This is an optimization exercise on Yosys and OpenROAD, whose aim is small area, not a production implementation. RTL that was checked went through simulation tests only; none was proved equivalent to the original. Power is estimated from default activity; no workload was simulated.

==> flow/design.v <==
`default_nettype none
module wb_slave #(
	parameter ADDR_WIDTH = 16,
	parameter DATA_WIDTH = 32,
	parameter GRANULE = 8,
	parameter REGISTER_NUM = 16,
	localparam SEL_WIDTH = DATA_WIDTH / GRANULE
	) (
	input  wire rst_i,
	input  wire clk_i,
	input  wire [ADDR_WIDTH-1:0] adr_i,
	input  wire [DATA_WIDTH-1:0] dat_i,
	output reg  [DATA_WIDTH-1:0] dat_o,
	input  wire [SEL_WIDTH-1:0]  sel_i,
	input  wire we_i,
	input  wire stb_i,
	output wire ack_o,
	output wire err_o,
	output wire stall_o,
	input  wire cyc_i
	);
	reg [1:0] state;
	reg [3:0] r_adr;
	reg r_oor;
	wire idle = ~state[1] & ~state[0];
	wire in_range = ~|adr_i[ADDR_WIDTH-1:4];
	always @(posedge clk_i) begin
		if (idle) begin
			r_adr <= adr_i[3:0];
			r_oor <= ~in_range;
		end
	end
	always @(posedge clk_i) begin
		state[1] <= ~rst_i & ((state[0] & ~state[1]) | (state[1] & ~state[0] & stb_i));
		state[0] <= ~rst_i & ((~state[1] & stb_i) | (state[1] & state[0]));
	end
	assign   ack_o = state[1] & ~r_oor;
	assign   err_o = state[1] & r_oor;
	assign stall_o = state[1] & state[0];
	wire wr = ~rst_i & idle & stb_i & we_i & in_range;
	wire [REGISTER_NUM-1:0] wdec, rdec, wrk_n;
	wire [SEL_WIDTH-1:0] sel_n = ~sel_i;
	genvar gi, gb, gk;
	generate
		for (gi = 0; gi < REGISTER_NUM; gi = gi + 1) begin : g_dec
			assign wdec[gi] = (adr_i[3:0] == gi);
			assign rdec[gi] = (r_adr == gi);
			assign wrk_n[gi] = ~(wr & wdec[gi]);
		end
	endgenerate
	reg [DATA_WIDTH-1:0] register_value [0:REGISTER_NUM-1];
	wire [DATA_WIDTH-1:0] rd_v [0:13];
	wire [13:0] rd_s;
	generate
		for (gi = 0; gi < REGISTER_NUM; gi = gi + 1) begin : g_reg
			if (gi != 8 && gi != 9) begin : g_st
				localparam integer RI = (gi < 8) ? gi : gi - 2;
				assign rd_v[RI] = register_value[gi];
				assign rd_s[RI] = rdec[gi];
				for (gb = 0; gb < SEL_WIDTH; gb = gb + 1) begin : g_byte
					wire w, h;
					wb_byte_en u_en (.wrk_n(wrk_n[gi]), .sel_n(sel_n[gb]), .rst(rst_i), .w(w), .h(h));
					for (gk = 0; gk < GRANULE; gk = gk + 1) begin : g_bit
						wire nxt;
						wb_hold u_hold (
							.q(register_value[gi][gb*GRANULE+gk]),
							.d(dat_i[gb*GRANULE+gk]),
							.w(w), .h(h), .nxt(nxt));
						always @(posedge clk_i)
							register_value[gi][gb*GRANULE+gk] <= nxt;
					end
				end
			end
		end
		for (gk = 0; gk < DATA_WIDTH; gk = gk + 1) begin : g_rd
			wire o;
			wb_rdmux u_rd (
				.v({rd_v[13][gk], rd_v[12][gk], rd_v[11][gk], rd_v[10][gk],
				    rd_v[9][gk], rd_v[8][gk], rd_v[7][gk], rd_v[6][gk],
				    rd_v[5][gk], rd_v[4][gk], rd_v[3][gk], rd_v[2][gk],
				    rd_v[1][gk], rd_v[0][gk]}),
				.s(rd_s), .o(o));
			always @(*) dat_o[gk] = o;
		end
	endgenerate
endmodule
module wb_hold (
	input  wire q,
	input  wire d,
	input  wire w,
	input  wire h,
	output wire nxt
	);
	assign nxt = (q & h) | (d & w);
endmodule
module wb_byte_en (
	input  wire wrk_n,
	input  wire sel_n,
	input  wire rst,
	output wire w,
	output wire h
	);
	wb_nor2 u_w (.a(wrk_n), .b(sel_n), .y(w));
	wb_nor2 u_h (.a(rst), .b(w), .y(h));
endmodule
module wb_nor2 (
	input  wire a,
	input  wire b,
	output wire y
	);
	assign y = ~(a | b);
endmodule
module wb_rdmux (
	input  wire [13:0] v,
	input  wire [13:0] s,
	output wire o
	);
	wire [3:0] y;
	genvar g;
	generate
		for (g = 0; g < 4; g = g + 1) begin : g_aoi
			wb_aoi222 u_aoi (
				.a1(v[3*g]), .a2(s[3*g]), .b1(v[3*g+1]), .b2(s[3*g+1]),
				.c1(v[3*g+2]), .c2(s[3*g+2]), .y(y[g]));
		end
	endgenerate
	wb_rdout u_out (.y(y), .a1(v[12]), .a2(s[12]), .b1(v[13]), .b2(s[13]), .o(o));
endmodule
module wb_aoi222 (
	input  wire a1, a2, b1, b2, c1, c2,
	output wire y
	);
	assign y = ~((a1 & a2) | (b1 & b2) | (c1 & c2));
endmodule
module wb_rdout (
	input  wire [3:0] y,
	input  wire a1, a2, b1, b2,
	output wire o
	);
	assign o = ~&y | (a1 & a2) | (b1 & b2);
endmodule
`default_nettype wire
==> flow/config.mk <==
export PLATFORM = sky130hd
export DESIGN_NAME = wb_slave
export DESIGN_NICKNAME = wb_slave
export VERILOG_FILES = /design/flow/design.v
export SDC_FILE = /design/flow/constraint.sdc
export NUM_CORES = 4
export LEC_CHECK = 0
export CAP_MARGIN = 20
export CORE_MARGIN = 2
export CORE_UTILIZATION = 40
export CTS_BUF_LIST = sky130_fd_sc_hd__clkbuf_16
export CTS_CLUSTER_DIAMETER = 100
export CTS_CLUSTER_SIZE = 30
export SLEW_MARGIN = 20
export SYNTH_HIERARCHICAL = 1
==> flow/constraint.sdc <==
create_clock -name core_clock -period 5.0 [get_ports {clk_i}]
set_input_delay 1.0000 -clock core_clock [delete_from_list [all_inputs] [get_ports {clk_i}]]
set_output_delay 1.0000 -clock core_clock [all_outputs]
set_load 0.01 [all_outputs]
standard.sh (not shown) runs the stock make flow with config.mk's settings and CLKGATE_MAP_FILE= SYNTH_SCRIPT=/design/flow/synth_recipe.tcl, a recipe that flattens the netlist after the stock synthesis.
==> flow/flow/run.sh <==
#!/bin/bash
# The standard layout (standard.sh, with its standard synthesis), with two
# changes passed to ORFS through its own variables:
#  - port buffers use the smallest buffer cell instead of the resizer's pick;
#  - clock tree: larger sink clusters of clkbuf_16 and no dummy loads.
# The full output of the run goes to layout.log in this folder; ORFS's per-step
# logs stay under orfs/logs/.
set -euo pipefail
export BUFFER_PORTS_ARGS="-buffer_cell sky130_fd_sc_hd__buf_1"
export CTS_ARGS="-sink_clustering_enable -repair_clock_nets -sink_clustering_size 30 -sink_clustering_max_diameter 100 -buf_list sky130_fd_sc_hd__clkbuf_16 -dont_use_dummy_load"
bash standard.sh > layout.log 2>&1
Next try:
--- a/flow/design.v
+++ b/flow/design.v
@@ -38,14 +38,13 @@
 	assign   err_o = state[1] & r_oor;
 	assign stall_o = state[1] & state[0];
 	wire wr = ~rst_i & idle & stb_i & we_i & in_range;
-	wire [REGISTER_NUM-1:0] wdec, rdec, wrk_n;
-	wire [SEL_WIDTH-1:0] sel_n = ~sel_i;
+	wire [REGISTER_NUM-1:0] wdec, rdec, wrk;
 	genvar gi, gb, gk;
 	generate
 		for (gi = 0; gi < REGISTER_NUM; gi = gi + 1) begin : g_dec
 			assign wdec[gi] = (adr_i[3:0] == gi);
 			assign rdec[gi] = (r_adr == gi);
-			assign wrk_n[gi] = ~(wr & wdec[gi]);
+			assign wrk[gi] = wr & wdec[gi];
 		end
 	endgenerate
 	reg [DATA_WIDTH-1:0] register_value [0:REGISTER_NUM-1];
@@ -59,7 +58,7 @@
 				assign rd_s[RI] = rdec[gi];
 				for (gb = 0; gb < SEL_WIDTH; gb = gb + 1) begin : g_byte
 					wire w, h;
-					wb_byte_en u_en (.wrk_n(wrk_n[gi]), .sel_n(sel_n[gb]), .rst(rst_i), .w(w), .h(h));
+					wb_byte_en u_en (.wrk(wrk[gi]), .sel(sel_i[gb]), .rst(rst_i), .w(w), .h(h));
 					for (gk = 0; gk < GRANULE; gk = gk + 1) begin : g_bit
 						wire nxt;
 						wb_hold u_hold (
@@ -94,21 +93,14 @@
 	assign nxt = (q & h) | (d & w);
 endmodule
 module wb_byte_en (
-	input  wire wrk_n,
-	input  wire sel_n,
+	input  wire wrk,
+	input  wire sel,
 	input  wire rst,
 	output wire w,
 	output wire h
 	);
-	wb_nor2 u_w (.a(wrk_n), .b(sel_n), .y(w));
-	wb_nor2 u_h (.a(rst), .b(w), .y(h));
-endmodule
-module wb_nor2 (
-	input  wire a,
-	input  wire b,
-	output wire y
-	);
-	assign y = ~(a | b);
+	assign w = wrk & sel;
+	assign h = ~(rst | w);
 endmodule
 module wb_rdmux (
 	input  wire [13:0] v,
Final cell count is lower by 2.3%.
Design area hardly moves.
Total power stays flat.
Wire length came out higher by 2.7%.
Register-to-register slack gets better by 0.24 ns.
Fmax is lower by 1.2%.
Synthesized area goes up by 1.2%.
Setup slack gets worse by 0.051 ns.
Only the layout flow was run in the second run of this note; the RTL was not checked for function there.

* * *

Starts from the design.v that is shown in full above.
clock: 5.0 ns
lec_check: 0
cap_margin: 20
core_margin: 2
core_utilization: 40
cts_buf_list: sky130_fd_sc_hd__clkbuf_16
cts_cluster_diameter: 100
cts_cluster_size: 30
slew_margin: 20
synth_hierarchical: 1
==> flow/flow/run.sh <==
#!/bin/bash
# The standard layout (standard.sh, with its standard synthesis), with two
# changes passed to ORFS through its own variables:
#  - port buffers use the smallest buffer cell instead of the resizer's pick;
#  - clock tree: larger sink clusters of clkbuf_16 and no dummy loads.
# The full output of the run goes to layout.log in this folder; ORFS's per-step
# logs stay under orfs/logs/.
set -euo pipefail
export BUFFER_PORTS_ARGS="-buffer_cell sky130_fd_sc_hd__buf_1"
export GPL_KEEP_OVERFLOW=0
export CTS_ARGS="-sink_clustering_enable -repair_clock_nets -sink_clustering_size 30 -sink_clustering_max_diameter 100 -buf_list sky130_fd_sc_hd__clkbuf_16 -dont_use_dummy_load"
bash standard.sh > layout.log 2>&1
==> next run, changes <==
--- a/flow/design.v
+++ b/flow/design.v
@@ -35,31 +35,29 @@
 		state[0] <= ~rst_i & ((~state[1] & stb_i) | (state[1] & state[0]));
 	end
 	assign   ack_o = state[1] & ~r_oor;
 	assign   err_o = state[1] & r_oor;
 	assign stall_o = state[1] & state[0];
 	wire wr = ~rst_i & idle & stb_i & we_i & in_range;
-	wire [REGISTER_NUM-1:0] wdec, rdec, wrk_n;
+	wire [REGISTER_NUM-1:0] wdec, wrk_n;
 	wire [SEL_WIDTH-1:0] sel_n = ~sel_i;
 	genvar gi, gb, gk;
 	generate
 		for (gi = 0; gi < REGISTER_NUM; gi = gi + 1) begin : g_dec
 			assign wdec[gi] = (adr_i[3:0] == gi);
-			assign rdec[gi] = (r_adr == gi);
 			assign wrk_n[gi] = ~(wr & wdec[gi]);
 		end
 	endgenerate
 	reg [DATA_WIDTH-1:0] register_value [0:REGISTER_NUM-1];
 	wire [DATA_WIDTH-1:0] rd_v [0:13];
-	wire [13:0] rd_s;
+	wire [13:0] rd_s [0:SEL_WIDTH-1];
 	generate
 		for (gi = 0; gi < REGISTER_NUM; gi = gi + 1) begin : g_reg
 			if (gi != 8 && gi != 9) begin : g_st
 				localparam integer RI = (gi < 8) ? gi : gi - 2;
 				assign rd_v[RI] = register_value[gi];
-				assign rd_s[RI] = rdec[gi];
 				for (gb = 0; gb < SEL_WIDTH; gb = gb + 1) begin : g_byte
 					wire w, h;
 					wb_byte_en u_en (.wrk_n(wrk_n[gi]), .sel_n(sel_n[gb]), .rst(rst_i), .w(w), .h(h));
 					for (gk = 0; gk < GRANULE; gk = gk + 1) begin : g_bit
 						wire nxt;
 						wb_hold u_hold (
@@ -69,20 +67,26 @@
 						always @(posedge clk_i)
 							register_value[gi][gb*GRANULE+gk] <= nxt;
 					end
 				end
 			end
 		end
+		wire [3:0] lo_n, hi_n;
+		wb_predec u_plo (.a(r_adr[1:0]), .y_n(lo_n));
+		wb_predec u_phi (.a(r_adr[3:2]), .y_n(hi_n));
+		for (gb = 0; gb < SEL_WIDTH; gb = gb + 1) begin : g_rdec
+			wb_rdec u_dec (.lo_n(lo_n), .hi_n(hi_n), .s(rd_s[gb]));
+		end
 		for (gk = 0; gk < DATA_WIDTH; gk = gk + 1) begin : g_rd
 			wire o;
 			wb_rdmux u_rd (
 				.v({rd_v[13][gk], rd_v[12][gk], rd_v[11][gk], rd_v[10][gk],
 				    rd_v[9][gk], rd_v[8][gk], rd_v[7][gk], rd_v[6][gk],
 				    rd_v[5][gk], rd_v[4][gk], rd_v[3][gk], rd_v[2][gk],
 				    rd_v[1][gk], rd_v[0][gk]}),
-				.s(rd_s), .o(o));
+				.s(rd_s[gk/GRANULE]), .o(o));
 			always @(*) dat_o[gk] = o;
 		end
 	endgenerate
 endmodule
 module wb_hold (
 	input  wire q,
@@ -106,12 +110,32 @@
 module wb_nor2 (
 	input  wire a,
 	input  wire b,
 	output wire y
 	);
 	assign y = ~(a | b);
+endmodule
+module wb_rdec (
+	input  wire [3:0] lo_n,
+	input  wire [3:0] hi_n,
+	output wire [13:0] s
+	);
+	genvar g;
+	generate
+		for (g = 0; g < 16; g = g + 1) begin : g_s
+			if (g < 8 || g >= 10) begin : g_st
+				wb_nor2 u_s (.a(lo_n[g % 4]), .b(hi_n[g / 4]), .y(s[g < 8 ? g : g - 2]));
+			end
+		end
+	endgenerate
+endmodule
+module wb_predec (
+	input  wire [1:0] a,
+	output wire [3:0] y_n
+	);
+	assign y_n = ~(4'b0001 << a);
 endmodule
 module wb_rdmux (
 	input  wire [13:0] v,
 	input  wire [13:0] s,
 	output wire o
 	);
The new run ran to the end with no violations.
Sequential power stays flat.
Worst setup slack loses 0.41 ns.
Combinational power came out lower by about 6%.
Power came out lower by 0.56%.
Final area came out lower by 1.9%.
Global-route usage came out lower by 0.98 points.
Synthesized area came out higher by 1.0%.
Register-to-register slack hardly moves.
Routed wire length came out lower by 2.5%.

separate check: timing with driven ports:
The results above use ideal ports. As a check the final layouts listed here were re-extracted and re-timed, cells and wires unchanged.
Step 1 sets driving cells, clkbuf_16 on the clock port and buf_2 on the other inputs (assumed; they add their load-dependent delay and slew).
Step 2 moves the port delays by t, midway between the first and last clock arrival at a register: inputs arrive t later, outputs are due t later. That takes back most of the time a late clock gives input paths.
a / b / c = no drivers / after step 1 / after step 2; a / b = the first two.
run | shift t [ns] | setup slack, ns | worst data-port slew with drivers (ns)
the first run of note 1 | 0.577 | 0.802 / 0.747 / 1.109 | 0.10
the second run of note 1 | 0.568 | 0.751 / 0.694 / 1.180 | 0.10
the first run of note 2 | 0.568 | 0.776 / 0.720 / 0.574 | 0.12
the second run of note 2 | 0.564 | 0.367 / 0.314 / 0.382 | 0.12
After both steps every run listed still meets setup and hold. For the first run of note 2, which loses most, drivers alone change the setup slack by -0.056 ns; drivers and shift together by -0.202 ns.
